Background: an optimization exercise with open tools, aiming at small area, a short achievable clock period and few clock cycles. Do not read the settings as production practice. Function was checked by simulation only, so behaviour that the tests miss may differ from the original. Power and IR drop assume default switching activity.

== main ==
Design MISP, start of the top module:
module MISP(
    input           clk,
    input           reset,
    output [31:0]   imem_addr,
    input  [31:0]   imem_data,
    output [31:0]   dmem_addr,
    output [31:0]   dmem_wdata,
    output          dmem_we,
    output          dmem_re,
    input  [31:0]   dmem_rdata
);
    reg  [9:0]  pc;
    reg         pend;        
    reg  [9:0]  boff;        
    wire        stall;       
    wire [31:0] ins = imem_data;
    wire [5:0]  op  = ins[31:26];
    wire [5:0]  fn  = ins[5:0];
    wire [4:0]  rs  = ins[25:21];
    wire [4:0]  rt  = ins[20:16];
    wire [4:0]  rd  = ins[15:11];
    wire [15:0] imm = ins[15:0];
    wire [9:0]  pc_add = pc + (pend ? boff : 10'd1);
    wire        is_j   = (op == 6'b000010);
    wire [9:0]  pc_nxt = stall ? pc : (is_j & ~pend) ? ins[9:0] : pc_add;
    wire is_r   = (op == 6'b000000);
    wire is_ia  = (op[5:3] == 3'b001);
    wire is_lw  = (op == 6'b100011);
    wire is_sw  = (op == 6'b101011);
    wire is_beq = (op == 6'b000100);
    wire is_bne = (op == 6'b000101);
    wire is_lui = (op == 6'b001111);
    wire is_csh = is_r & (fn[5:2] == 4'b0000);       
    wire [4:0] d_wa  = is_r ? rd : rt;
    wire       d_wen = (is_r | is_ia | is_lw) & (d_wa != 5'd0);
    wire       d_sub    = is_r ? (fn[5] & fn[1] & ~fn[2]) : is_ia & (op[2:1] == 2'b01);
    wire       d_radd   = is_r ? (fn[5:2] == 4'b1000) : (is_lw | is_sw | is_lui | (is_ia & (op[2:1] == 2'b00)));
    wire       d_rlogic = is_r ? (fn[5:2] == 4'b1001) : is_ia & (op[2:1] != 2'b01) & (op[2] & ~(op[1] & op[0]));
    wire [1:0] d_lop    = is_r ? fn[1:0] : op[1:0];
    wire       d_rslt   = is_r ? (fn == 6'b101010) : is_ia & (op[2:0] == 3'b010);
    wire       d_rsltu  = is_r ? (fn == 6'b101011) : is_ia & (op[2:0] == 3'b011);
    wire       d_rshift = is_r & ~fn[5];
    wire       uses_rt  = is_r | is_sw | is_beq | is_bne;
    wire       use_imm  = ~(is_r | is_beq | is_bne);
    reg [31:0] e_a, e_b, e_aux;      
    reg [4:0]  e_wa;
    reg        e_wen, e_load, e_store, e_beq, e_bne;
    reg        e_sub, e_radd, e_rlogic, e_rslt, e_rsltu, e_rshift;
    reg [1:0]  e_lop;
    reg        e_shleft, e_sharith;
    wire [31:0] e_y;
  ...
Size in the first run: about 4400 cells after synthesis, about 1200 flip-flops, about 160 I/O pins.
clock: 7.0 ns
lec_check: 0
cap_margin: 20
core_margin: 2
core_utilization: 40
place_density: 0.5
setup_slack_margin: 3.6
slew_margin: 20
synth_hierarchical: 1
run.sh (not shown) runs the stock make flow with config.mk's settings and CLKGATE_MAP_FILE= SYNTH_SCRIPT=/design/flow/synth_recipe.tcl, a recipe that flattens the netlist after the stock synthesis.
Testbench counts of main, summed over its fixed seeds: cycles 410,342.
diff inputs: main => the feature branch
--- a/flow/design.v
+++ b/flow/design.v
@@ -1,29 +1,21 @@
-module ao21x32 (input [31:0] a, input [31:0] b, input [31:0] c, output [31:0] y);
-    assign y = (a & b) | c;
-endmodule
-module add32 (input [31:0] a, input [31:0] b, input sub, output [31:0] sum, output borrow);
-    wire [31:0] bx = b ^ {32{sub}};
-    wire [33:0] s34 = {1'b0, a, 1'b1} + {1'b0, bx, sub};
-    assign sum = s34[32:1];
-    assign borrow = ~s34[33];
-endmodule
 module alu32 (
     input  [31:0] a,
     input  [31:0] b,
     input         sub,       
     input         r_add, r_logic, r_slt, r_sltu, r_shift,
     input  [1:0]  lop,       
     input         sh_left, sh_arith,
     output        eq,        
     output [31:0] y
 );
-    wire [31:0] sum;
-    wire borrow;                             
-    add32 u_add (.a(a), .b(b), .sub(sub), .sum(sum), .borrow(borrow));
+    wire [31:0] bx = b ^ {32{sub}};
+    wire [33:0] s34 = {1'b0, a, 1'b1} + {1'b0, bx, sub};
+    wire [31:0] sum = s34[32:1];
+    wire borrow = ~s34[33];                  
     wire lt_s = borrow ^ a[31] ^ b[31];      
     wire [31:0] x_and = a & b;
     wire [31:0] x_or  = a | b;
     wire [31:0] x_xor = a ^ b;
     reg  [31:0] lg;
     always @(*) begin
         case (lop)
@@ -49,18 +41,18 @@
                     x[k+1][i] = (i >= s) ? x[k][i-s] : 1'b0;
                 else
                     x[k+1][i] = (i + s < 32) ? x[k][i+s] : fill;
             end
         end
     end
     wire [31:0] sh = big ? {32{fill}} : x[5];
-    wire [31:0] other = ({32{r_logic}} & lg) | ({32{r_shift}} & sh);
-    wire [31:0] y_hi;
-    ao21x32 u_y (.a(sum), .b({32{r_add}}), .c(other), .y(y_hi));
-    assign y = {y_hi[31:1], y_hi[0] | (r_slt & lt_s) | (r_sltu & borrow)};
+    assign y = ({32{r_add}}   & sum)
+             | ({32{r_logic}} & lg)
+             | ({32{r_shift}} & sh)
+             | {31'd0, (r_slt & lt_s) | (r_sltu & borrow)};
 endmodule
 module rf_aoi222 (input a1, a2, b1, b2, c1, c2, output y);
     assign y = ~((a1 & a2) | (b1 & b2) | (c1 & c2));
 endmodule
 module rf_nand2 (input a, b, output y);
     assign y = ~(a & b);
 endmodule
@@ -196,27 +188,20 @@
     wire a_e  = e_wen & (e_wa == rs);
     wire a_m  = ~a_e & m_wen & (m_wa == rs);
     wire a_rf = ~a_e & ~a_m;
     wire b_e  = e_wen & (e_wa == rt);
     wire b_m  = ~b_e & m_wen & (m_wa == rt);
     wire b_rf = ~b_e & ~b_m;
     wire a_reg = ~(is_csh | is_lui);     
+    wire [31:0] d_rs = ({32{a_e}} & e_y) | ({32{a_m}} & m_res) | ({32{a_rf}} & rd1);
+    wire [31:0] d_rt = ({32{b_e}} & e_y) | ({32{b_m}} & m_res) | ({32{b_rf}} & rd2);
     wire [31:0] immx = is_lui ? {imm, 16'd0} : {{16{imm[15]}}, imm};
-    wire        a_es = a_reg & a_e;
-    wire        b_es = ~use_imm & b_e;
-    wire        x_es = is_sw & b_e;
-    wire [31:0] m_rs = ({32{a_m}} & m_res) | ({32{a_rf}} & rd1);
-    wire [31:0] m_rt = ({32{b_m}} & m_res) | ({32{b_rf}} & rd2);
-    wire [31:0] a_rest = a_reg ? m_rs : {27'd0, ins[10:6] & {5{is_csh}}};
-    wire [31:0] b_rest = use_imm ? immx : m_rt;
-    wire [31:0] x_rest = is_sw ? m_rt : {16'd0, imm};
-    wire [31:0] d_a, d_b, d_aux;
-    ao21x32 u_ba (.a(e_y), .b({32{a_es}}), .c(a_rest), .y(d_a));
-    ao21x32 u_bb (.a(e_y), .b({32{b_es}}), .c(b_rest), .y(d_b));
-    ao21x32 u_bx (.a(e_y), .b({32{x_es}}), .c(x_rest), .y(d_aux));
+    wire [31:0] d_a   = a_reg ? d_rs : {27'd0, ins[10:6] & {5{is_csh}}};
+    wire [31:0] d_b   = use_imm ? immx : d_rt;
+    wire [31:0] d_aux = is_sw ? d_rt : {16'd0, imm};
     wire        bub = reset | stall;
     always @(posedge clk) begin
         pc   <= reset ? 10'd0 : pc_nxt;
         pend <= ~reset & (stall ? pend : e_taken);
         if (~pend) boff <= e_aux[9:0] - 10'd1;
         m_val   <= e_y;
         m_wd    <= e_aux;
Findings:
Lower number of different library cells in the post-synthesis netlist among the feature branch and main: the feature branch. Any difference in cell-internal power between the feature branch and main is small enough to ignore. The feature branch against main: worst setup slack decreased by 0.20 ns relative to the old numbers; fraction of layout cells with a size suffix above 1 now larger; mux share of post-synthesis cell area moved up; post-synthesis instance area shrank by 1100 um2. Compared with main, the feature branch improves overall routed net length.
Testbench counts of the feature branch, summed over its fixed seeds: cycles 410,342.

* * *

== lane 5 ==
MISP, a different RTL version from the one above (not shown whole).
For scale: about 4400 cells after synthesis, ~1200 flip-flops, ~160 I/O pins.
==> module xor32, before the edit <==
module xor32 (input [31:0] a, input [31:0] b, output [31:0] y);
    assign y = a ^ b;
endmodule
==> module and32, before the edit <==
module and32 (input [31:0] a, input [31:0] b, output [31:0] y);
    assign y = a & b;
endmodule
==> module ks32, before the edit <==
module ks32 (input [31:0] g, input [31:0] p, input ci, output [32:0] c);
    reg [31:0] G [0:5];
    reg [31:0] P [0:5];
    integer k, i;
    always @(*) begin
        G[0] = g;
        P[0] = p;
        G[0][0] = g[0] | (p[0] & ci);
        for (k = 0; k < 5; k = k + 1) begin
            for (i = 0; i < 32; i = i + 1) begin
                if (i >= (1 << k)) begin
                    G[k+1][i] = G[k][i] | (P[k][i] & G[k][i - (1 << k)]);
                    P[k+1][i] = P[k][i] & P[k][i - (1 << k)];
                end else begin
                    G[k+1][i] = G[k][i];
                    P[k+1][i] = P[k][i];
                end
            end
        end
    end
    assign c = {G[5], ci};
endmodule
==> module add32, before the edit <==
module add32 (input [31:0] a, input [31:0] b, input sub, output [31:0] sum, output borrow);
    wire [31:0] bx, t, g;
    wire [32:0] c;
    xor32 u_bx (.a(b), .b({32{sub}}), .y(bx));
    xor32 u_t  (.a(a), .b(bx), .y(t));
    and32 u_g  (.a(a), .b(bx), .y(g));
    ks32  u_c  (.g(g), .p(t), .ci(sub), .c(c));
    xor32 u_s  (.a(t), .b(c[31:0]), .y(sum));
    assign borrow = ~c[32];
endmodule
export LEC_CHECK = 0
export CAP_MARGIN = 20
export CORE_MARGIN = 2
export CORE_UTILIZATION = 40
export PLACE_DENSITY = 0.5
export SETUP_SLACK_MARGIN = 4.0
export SLEW_MARGIN = 20
export SYNTH_HIERARCHICAL = 1
create_clock -name core_clock -period 7.0 [get_ports {clk}]
Testbench counts of lane 5, summed over its fixed seeds: cycles 410,726.
Input changes introduced in lane 3 (baseline for comparison: lane 5):
==> flow/design.v, changed modules only <==
module add32 (input [31:0] a, input [31:0] b, input sub, output [31:0] sum, output borrow);
    wire [31:0] bx = b ^ {32{sub}};
    wire [33:0] s34 = {1'b0, a, 1'b1} + {1'b0, bx, sub};
    assign sum = s34[32:1];
    assign borrow = ~s34[33];
endmodule
// module xor32 removed
// module and32 removed
// module ks32 removed
### Flow results
The final report for lane 3 shows a completed flow and a layout that fails verification, specifically antenna violations. [compare] base=lane 5 new=lane 3: worst path required time neither gained nor lost much; synthesized area per cell went down. Clock skew was higher in the run labelled lane 3. Diff lane 5 -> lane 3 | antenna violation net count after detailed routing | increase of 1. Taking lane 5 as the reference, in lane 3 wire length grew by 12000 um; sequential cell count of the final layout held steady.
Testbench counts of lane 3, summed over its fixed seeds: cycles 410,726.

## what the ideal ports hide
In the flow no input, the clock included, has a driving cell. The finished layouts below were timed again as built, in two steps.
Step 1 assumes that a clkbuf_16 drives the clock port and a buf_2 every other input.
Step 2 moves the port delays by t, midway between the first and last clock arrival at a register: inputs arrive t later, outputs are due t later. That takes back most of the time a late clock gives input paths.
Three values: ideal ports, drivers, drivers and shift; two values: the first two.
| run | shift t [ns] | setup WS [ns] | worst setup path after step 2 | clock arrival spread, ns | slew at the worst register clock pin (ns) |
|---|---|---|---|---|---|
| main | 0.877 | 3.342 / 3.187 / 2.310 | input to register | 0.031 / 0.031 | 0.07 / 0.07 |
| the feature branch | 0.863 | 3.142 / 3.147 / 2.314 | input to register | 0.037 / 0.037 | 0.06 / 0.06 |
| lane 5 | 0.859 | 3.318 / 3.318 / 3.318 | register to register | 0.034 / 0.034 | 0.06 / 0.06 |
| lane 3 | 0.842 | 3.289 / 3.289 / 3.196 | input to register | 0.038 / 0.038 | 0.07 / 0.07 |
For main, which loses most, drivers alone change the setup slack by -0.155 ns; drivers and shift together by -1.032 ns.
